This is an optimization exercise on Yosys and OpenROAD, whose aim is small area, a short achievable clock period and few clock cycles, not a production implementation. The RTL was checked by simulation tests, not by an equivalence proof against the original design.

Setup of lane 5:
==> flow/design.v <==
module goldschmidt_divider (
    input wire clk,
    input wire rst_n,
    input wire start,
    input wire [15:0] numerator,       
    input wire [15:0] denominator,     
    output wire [15:0] quotient,       
    output reg valid,
    output wire error
);
reg        busy;
reg [2:0]  cnt;
reg [28:0] xn;       
reg [29:0] accn;
reg [24:0] xd;       
reg [25:0] accd;
reg [11:0] yh;       
reg [6:0]  one_n, two_n, neg_n, one_dn, two_dn, neg_dn;
reg [3:0]  lz;       
reg        eq, dz, d3one;
wire [2:0] cnt_nx = busy ? cnt + 3'd1 : 3'd0;
wire       fin    = cnt[0];      
wire [42:0] sumn;
wire [38:0] sumd;
gs_mac #(.W(30), .O(43)) mn (.a(accn), .x({xn, 1'b0}), .one(one_n), .two(two_n), .neg(neg_n), .s(sumn));
gs_mac #(.W(26), .O(39)) md (.a(accd), .x({xd, 1'b0}), .one(~one_dn), .two(~two_dn), .neg(~neg_dn), .s(sumd));
function [20:0] booth;       
    input [12:0] v;
    reg [15:0] w;
    integer i;
    begin
        w = {2'b00, v, 1'b0};
        for (i = 0; i < 7; i = i + 1) begin
            booth[i]      = w[2*i+1] ^ w[2*i];
            booth[7 + i]  = (w[2*i+2] & ~w[2*i+1] & ~w[2*i]) | (~w[2*i+2] & w[2*i+1] & w[2*i]);
            booth[14 + i] = w[2*i+2] & ~(w[2*i+1] & w[2*i]);
        end
    end
endfunction
wire [12:0] nxdig = ~sumd[24:12];    
wire [20:0] bnext = !busy ? booth(f0m1) : fin ? booth({1'b0, yh}) : booth(nxdig);
wire [15:0] d = denominator;
wire        z3 = (d[15:8] == 8'd0);
wire [15:0] d3 = z3 ? {d[7:0], 8'd0} : d;
wire        z2 = (d3[15:12] == 4'd0);
wire [15:0] d2 = z2 ? {d3[11:0], 4'd0} : d3;
wire        z1 = (d2[15:14] == 2'd0);
wire [15:0] d1 = z1 ? {d2[13:0], 2'd0} : d2;
wire        z0 = ~d1[15];
wire [15:0] d0 = z0 ? {d1[14:0], 1'b0} : d1;
wire [11:0] dn = d0[15:4];
reg [12:0] f0m1;     
always @(*) begin
    case (dn[10:8])
        3'd0: f0m1 = 13'd8191;
        3'd1: f0m1 = 13'd7281;
        3'd2: f0m1 = 13'd6553;
        3'd3: f0m1 = 13'd5957;
        3'd4: f0m1 = 13'd5460;
        3'd5: f0m1 = 13'd5040;
        3'd6: f0m1 = 13'd4680;
        default: f0m1 = 13'd4368;
    endcase
end
reg  [10:0] xinc;
wire [18:0] n4lo = {1'b0, xn[17:0]} + {1'b0, accn[29:12]};
wire [28:0] n4   = {n4lo[18] ? xinc : xn[28:18], n4lo[17:0]};
wire [43:0] qsh = {15'd0, n4} << lz;
assign quotient = qsh[31:16];
assign error    = dz;
always @(posedge clk or negedge rst_n) begin
    if (!rst_n) begin
        busy  <= 1'b0;
        valid <= 1'b0;
    end else begin
        valid <= busy & (cnt == 3'd5);
        if (!busy)
            busy <= start;
        else if (cnt == 3'd5)
            busy <= 1'b0;
    end
end
always @(posedge clk) begin
    cnt <= cnt_nx;
    xinc <= xn[28:18] + 11'd1;
    {neg_n, two_n, one_n} <= bnext;
    {neg_dn, two_dn, one_dn} <= ~bnext;
    if (!busy) begin
        xn   <= {2'd0, numerator, 11'd0};
        accn <= {2'd0, numerator, 12'd0};
        xd   <= {2'd0, dn, 11'd0};
        accd <= {2'd0, dn, 12'd0};
        lz   <= (numerator == denominator) ? 4'd0 : {z3, z2, z1, z0};
        eq   <= (numerator == denominator);
        dz   <= (denominator == 16'd0);
    end else if (fin) begin
        accn <= (cnt[2] & (d3one | eq)) ? 30'd0 : sumn[42:13];
        accd <= sumd[38:13];
    end else begin
        xn   <= (cnt[2] & eq) ? 29'h10000000 : sumn[40:12];
        accn <= {sumn[40:12], 1'b0};
        xd   <= sumd[36:12];
        accd <= {sumd[36:12], 1'b0};
        yh   <= ~sumd[36:25];
        d3one <= sumd[36];
    end
end
endmodule
module gs_mac #(parameter W = 30, parameter O = 43) (
    input  wire [W-1:0] a,
    input  wire [W-1:0] x,
    input  wire [6:0] one, two, neg,    
    output wire [O-1:0] s
);
wire [W+1:0] x1 = {2'b00, x};
wire [W+1:0] x2 = {1'b0, x, 1'b0};
wire one0 = one[0], two0 = two[0], neg0 = neg[0];
wire [W+1:0] q0 = ({(W+2){one0}} & x1 | {(W+2){two0}} & x2) ^ {(W+2){neg0}};
wire one1 = one[1], two1 = two[1], neg1 = neg[1];
wire [W+1:0] q1 = ({(W+2){one1}} & x1 | {(W+2){two1}} & x2) ^ {(W+2){neg1}};
wire one2 = one[2], two2 = two[2], neg2 = neg[2];
wire [W+1:0] q2 = ({(W+2){one2}} & x1 | {(W+2){two2}} & x2) ^ {(W+2){neg2}};
wire one3 = one[3], two3 = two[3], neg3 = neg[3];
wire [W+1:0] q3 = ({(W+2){one3}} & x1 | {(W+2){two3}} & x2) ^ {(W+2){neg3}};
wire one4 = one[4], two4 = two[4], neg4 = neg[4];
wire [W+1:0] q4 = ({(W+2){one4}} & x1 | {(W+2){two4}} & x2) ^ {(W+2){neg4}};
wire one5 = one[5], two5 = two[5], neg5 = neg[5];
wire [W+1:0] q5 = ({(W+2){one5}} & x1 | {(W+2){two5}} & x2) ^ {(W+2){neg5}};
wire one6 = one[6], two6 = two[6], neg6 = neg[6];
wire [W+1:0] q6 = ({(W+2){one6}} & x1 | {(W+2){two6}} & x2) ^ {(W+2){neg6}};
wire [O-1:0] r0 = ({{(O-W-2){1'b0}}, ~q0[W+1], q0[W:0]} << 0);
wire [O-1:0] r1 = ({{(O-W-2){1'b0}}, ~q1[W+1], q1[W:0]} << 2) | ({{(O-1){1'b0}}, neg0} << 0);
wire [O-1:0] r2 = ({{(O-W-2){1'b0}}, ~q2[W+1], q2[W:0]} << 4) | ({{(O-1){1'b0}}, neg1} << 2);
wire [O-1:0] r3 = ({{(O-W-2){1'b0}}, ~q3[W+1], q3[W:0]} << 6) | ({{(O-1){1'b0}}, neg2} << 4);
wire [O-1:0] r4 = ({{(O-W-2){1'b0}}, ~q4[W+1], q4[W:0]} << 8) | ({{(O-1){1'b0}}, neg3} << 6);
wire [O-1:0] r5 = ({{(O-W-2){1'b0}}, ~q5[W+1], q5[W:0]} << 10) | ({{(O-1){1'b0}}, neg4} << 8);
wire [O-1:0] r6 = ({{(O-W-2){1'b0}}, ~q6[W+1], q6[W:0]} << 12) | ({{(O-1){1'b0}}, neg5} << 10);
wire [O-1:0] kc = {O{1'b0}} - (({{(O-1){1'b0}}, 1'b1} << (W+1+0)) + ({{(O-1){1'b0}}, 1'b1} << (W+1+2)) + ({{(O-1){1'b0}}, 1'b1} << (W+1+4)) + ({{(O-1){1'b0}}, 1'b1} << (W+1+6)) + ({{(O-1){1'b0}}, 1'b1} << (W+1+8)) + ({{(O-1){1'b0}}, 1'b1} << (W+1+10)) + ({{(O-1){1'b0}}, 1'b1} << (W+1+12)));
wire [O-1:0] ra = {{(O-W){1'b0}}, a};
wire [O-1:0] t0s0 = r0 ^ r1 ^ r2;
wire [O-1:0] t0c0 = ((r0 & r1) | (r0 & r2) | (r1 & r2)) << 1;
wire [O-1:0] t0s1 = r3 ^ r4 ^ r5;
wire [O-1:0] t0c1 = ((r3 & r4) | (r3 & r5) | (r4 & r5)) << 1;
wire [O-1:0] t0s2 = r6 ^ kc ^ ra;
wire [O-1:0] t0c2 = ((r6 & kc) | (r6 & ra) | (kc & ra)) << 1;
wire [O-1:0] t1s0 = t0s0 ^ t0c0 ^ t0s1;
wire [O-1:0] t1c0 = ((t0s0 & t0c0) | (t0s0 & t0s1) | (t0c0 & t0s1)) << 1;
wire [O-1:0] t1s1 = t0c1 ^ t0s2 ^ t0c2;
wire [O-1:0] t1c1 = ((t0c1 & t0s2) | (t0c1 & t0c2) | (t0s2 & t0c2)) << 1;
wire [O-1:0] t2s0 = t1s0 ^ t1c0 ^ t1s1;
wire [O-1:0] t2c0 = ((t1s0 & t1c0) | (t1s0 & t1s1) | (t1c0 & t1s1)) << 1;
wire [O-1:0] t3s0 = t2s0 ^ t2c0 ^ t1c1;
wire [O-1:0] t3c0 = ((t2s0 & t2c0) | (t2s0 & t1c1) | (t2c0 & t1c1)) << 1;
assign s = t3s0 + t3c0;
endmodule
export LEC_CHECK = 0
export CAP_MARGIN = 20
export CORE_MARGIN = 2
export CORE_UTILIZATION = 65
export SETUP_SLACK_MARGIN = 5
export SLEW_MARGIN = 20
create_clock -name core_clock -period 11.0 [get_ports {clk}]
run.sh (not shown) runs the stock make flow with config.mk's settings and CLKGATE_MAP_FILE= SYNTH_SCRIPT=/design/flow/synth_recipe.tcl, a recipe that flattens the netlist after the stock synthesis.
Lane 5 reached the final stage; the timing, DRC and antenna checks on its layout passed.
Testbench counts of lane 5, summed over its fixed seeds: cycles 112,000.
What lane 3 does differently from lane 5 at the input level:
-- flow/design.v --
<<< lane 5, line 67
wire [28:0] n4   = {n4lo[18] ? xinc : xn[28:18], n4lo[17:0]};
wire [43:0] qsh = {15'd0, n4} << lz;
assign quotient = qsh[31:16];
assign error    = dz;
always @(posedge clk or negedge rst_n) begin
>>> lane 3, line 67
wire [28:0] n4   = {n4lo[18] ? xinc : xn[28:18], n4lo[17:0]};
wire [43:0] qsh = {15'd0, n4} << lz;
assign quotient = eq ? 16'h1000 : qsh[31:16];
assign error    = dz;
always @(posedge clk or negedge rst_n) begin
<<< lane 5, line 91
        xd   <= {2'd0, dn, 11'd0};
        accd <= {2'd0, dn, 12'd0};
        lz   <= (numerator == denominator) ? 4'd0 : {z3, z2, z1, z0};
        eq   <= (numerator == denominator);
        dz   <= (denominator == 16'd0);
    end else if (fin) begin
        accn <= (cnt[2] & (d3one | eq)) ? 30'd0 : sumn[42:13];
        accd <= sumd[38:13];
    end else begin
        xn   <= (cnt[2] & eq) ? 29'h10000000 : sumn[40:12];
        accn <= {sumn[40:12], 1'b0};
        xd   <= sumd[36:12];
>>> lane 3, line 91
        xd   <= {2'd0, dn, 11'd0};
        accd <= {2'd0, dn, 12'd0};
        lz   <= {z3, z2, z1, z0};
        eq   <= (numerator == denominator);
        dz   <= (denominator == 16'd0);
    end else if (fin) begin
        accn <= (cnt[2] & d3one) ? 30'd0 : sumn[42:13];
        accd <= sumd[38:13];
    end else begin
        xn   <= sumn[40:12];
        accn <= {sumn[40:12], 1'b0};
        xd   <= sumd[36:12];
==> comparison <==
The clock network latency to the later pin of the worst-skew pair on lane 5 is in line with that on lane 3.
NOTE wire length lane 5->lane 3 decreased by a few percent
Clock-buffer cell count in lane 3 is 2 above lane 5.
Diff lane 5 -> lane 3: relative max-transition margin went down by 4.8 points; portion of the clock cycle consumed by the worst path in the final layout was more or less identical; growth of design area from synthesis to finish went down by 2.3 points.
Testbench counts of lane 3, summed over its fixed seeds: cycles 112,000.

re-timing with driven ports:
Ports are ideal in the flow. The routed layouts listed here were re-timed in OpenROAD. Step 1: set_driving_cell puts a clkbuf_16 on clk and a buf_2 on each other input, an assumption about the parent block. Step 2 adds t to the input delays and takes it off the output delays; t is the mean of the earliest and latest rising clock arrival at the registers after step 1. Input paths then give back, and output paths get back, about the clock's delay inside the block. Slacks: ideal ports / drivers / drivers and shift; pairs: ideal ports / drivers.
run | t, ns | setup slack, ns | worst setup path at the end | worst slew at a driven data input, ns
lane 5 | 0.528 | 4.891 / 4.826 / 4.769 | input to register | 0.05
lane 3 | 0.509 | 4.887 / 4.829 / 4.687 | input to register | 0.05
After both steps setup and hold are still met in every run listed. The setup slack of lane 3, which loses most, moves by -0.058 ns with the drivers and by -0.200 ns with both steps.
